Background: an optimization exercise with open tools, aiming at small area, a short achievable clock period and few clock cycles. Do not read the settings as production practice. In this exercise RTL edits were held to simulation tests only and were not proved equivalent to the original.

## run A
## sdiv_op
module sdiv_op #(parameter INPUTS = 2,
		parameter OUTPUTS = 1,
		parameter DATA_IN_SIZE = 32,
		parameter DATA_OUT_SIZE = 32)
		(
		input clk,
		input rst,
		input [INPUTS * (DATA_IN_SIZE)- 1 : 0]data_in_bus,
		input [INPUTS - 1 : 0]valid_in_bus,
		output [INPUTS - 1 : 0] ready_in_bus,
		output [OUTPUTS * (DATA_OUT_SIZE) - 1 : 0]data_out_bus,
		output [OUTPUTS - 1 : 0]valid_out_bus,
		input [OUTPUTS - 1 : 0] ready_out_bus
);
For scale: roughly 1500 cells after synthesis, roughly 0.013 mm² of cells after synthesis.
clock: 5.0 ns
lec_check: 0
cap_margin: 20
core_margin: 2
core_utilization: 55
cts_buf_list: sky130_fd_sc_hd__clkbuf_4 sky130_fd_sc_hd__clkbuf_8
place_density: 0.65
setup_slack_margin: 2.3
slew_margin: 20
synth_hierarchical: 1
standard.sh (not shown) runs the stock make flow with config.mk's settings and CLKGATE_MAP_FILE= SYNTH_SCRIPT=/design/flow/synth_recipe.tcl, a recipe that flattens the netlist after the stock synthesis.
==> flow/flow/run.sh <==
#!/bin/bash
# The standard layout, with small plain buffers on the ports instead of the
# delay cells buffer_ports picks by default. Every port still gets a buffer.
set -euo pipefail
export BUFFER_PORTS_ARGS="-buffer_cell sky130_fd_sc_hd__buf_1"
bash standard.sh > standard.log 2>&1
Both conditions hold for run A: the flow ran to the end and the final layout passed the timing, design-rule and antenna checks.
Testbench counts of run A, summed over its fixed seeds: cycles 16,327.
Setup changes, run A to run B
# run A
export LEC_CHECK = 0
export CAP_MARGIN = 20
export CORE_MARGIN = 2
export CORE_UTILIZATION = 55
export CTS_BUF_LIST = sky130_fd_sc_hd__clkbuf_4 sky130_fd_sc_hd__clkbuf_8
export PLACE_DENSITY = 0.65
export SETUP_SLACK_MARGIN = 2.3
export SLEW_MARGIN = 20
export SYNTH_HIERARCHICAL = 1
create_clock -name core_clock -period 5.0 [get_ports {clk}]
# run B
export LEC_CHECK = 0
export CAP_MARGIN = 20
export CORE_MARGIN = 2
export CORE_UTILIZATION = 55
export CTS_BUF_LIST = sky130_fd_sc_hd__clkbuf_4 sky130_fd_sc_hd__clkbuf_8
export PLACE_DENSITY = 0.65
export SETUP_SLACK_MARGIN = 2.4
export SLEW_MARGIN = 20
export SYNTH_HIERARCHICAL = 1
create_clock -name core_clock -period 5.0 [get_ports {clk}]
Results
Changes observed in run B relative to run A: critical path depth down 4, post-synthesis instance area held steady.
Run B vs run A, source of the critical timing path: shr[3] vs d[0]
Relative to run B, the following input files were edited for run C:
# run B
export LEC_CHECK = 0
export CAP_MARGIN = 20
export CORE_MARGIN = 2
export CORE_UTILIZATION = 55
export CTS_BUF_LIST = sky130_fd_sc_hd__clkbuf_4 sky130_fd_sc_hd__clkbuf_8
export PLACE_DENSITY = 0.65
export SETUP_SLACK_MARGIN = 2.4
export SLEW_MARGIN = 20
export SYNTH_HIERARCHICAL = 1
create_clock -name core_clock -period 5.0 [get_ports {clk}]
# run C
export LEC_CHECK = 0
export CAP_MARGIN = 20
export CORE_MARGIN = 2
export CORE_UTILIZATION = 65
export CTS_BUF_LIST = sky130_fd_sc_hd__clkbuf_4 sky130_fd_sc_hd__clkbuf_8
export PLACE_DENSITY = 0.75
export SETUP_SLACK_MARGIN = 2.4
export SLEW_MARGIN = 20
export SYNTH_HIERARCHICAL = 1
create_clock -name core_clock -period 5.0 [get_ports {clk}]
==> results.txt <==
- Run C reached the end of the flow, and the finished layout is clean on the timing, design-rule and antenna checks.
- Status: CTS clock-pin slew for the worst setup and hold paths parity (run C, run B)
- Endpoint of the worst setup timing path: r[0] -> run C, d[28] -> run B
- Delta (run C minus run B): smallest setup slack after layout now larger, global-route usage now larger.
- Measured against each other, run C and run B differ in met2 track utilization from global routing, the lower figure coming from run B.
- Final non-filler cell area of run C is on par with run B.
- Looking at relative area change from synthesis to final layout across run C and run B, the one that comes out higher is run B.
- Average vias per placed instance for run C is higher than for run B.
- Run C vs run B, share of the clock period used by the worst path went down by 0.48 points.

[re-timing with driven ports]
The results above use ideal ports. As a check the final layouts listed here were re-extracted and re-timed, cells and wires unchanged. Step 1: set_driving_cell puts a clkbuf_16 on clk and a buf_2 on each other input, an assumption about the parent block. Step 2 adds t to the input delays and takes it off the output delays; t is the mean of the earliest and latest rising clock arrival at the registers after step 1. Input paths then give back, and output paths get back, about the clock's delay inside the block. a / b / c = ideal ports / drivers / drivers and shift; a / b = the first two.
run	t, ns	slack for setup (ns)	latest minus earliest clock arrival (ns)	worst register clock-pin slew, ns	worst data-port slew with drivers (ns)
run A	0.490	2.381 / 2.381 / 2.289	0.016 / 0.017	0.09 / 0.09	0.04
run B	0.497	2.442 / 2.442 / 2.281	0.026 / 0.026	0.10 / 0.10	0.04
run C	0.498	2.466 / 2.466 / 2.292	0.020 / 0.020	0.10 / 0.10	0.04
After both steps setup and hold are still met in every run listed. For run C, which loses most, drivers alone change the setup slack by 0.000 ns; drivers and shift together by -0.174 ns.
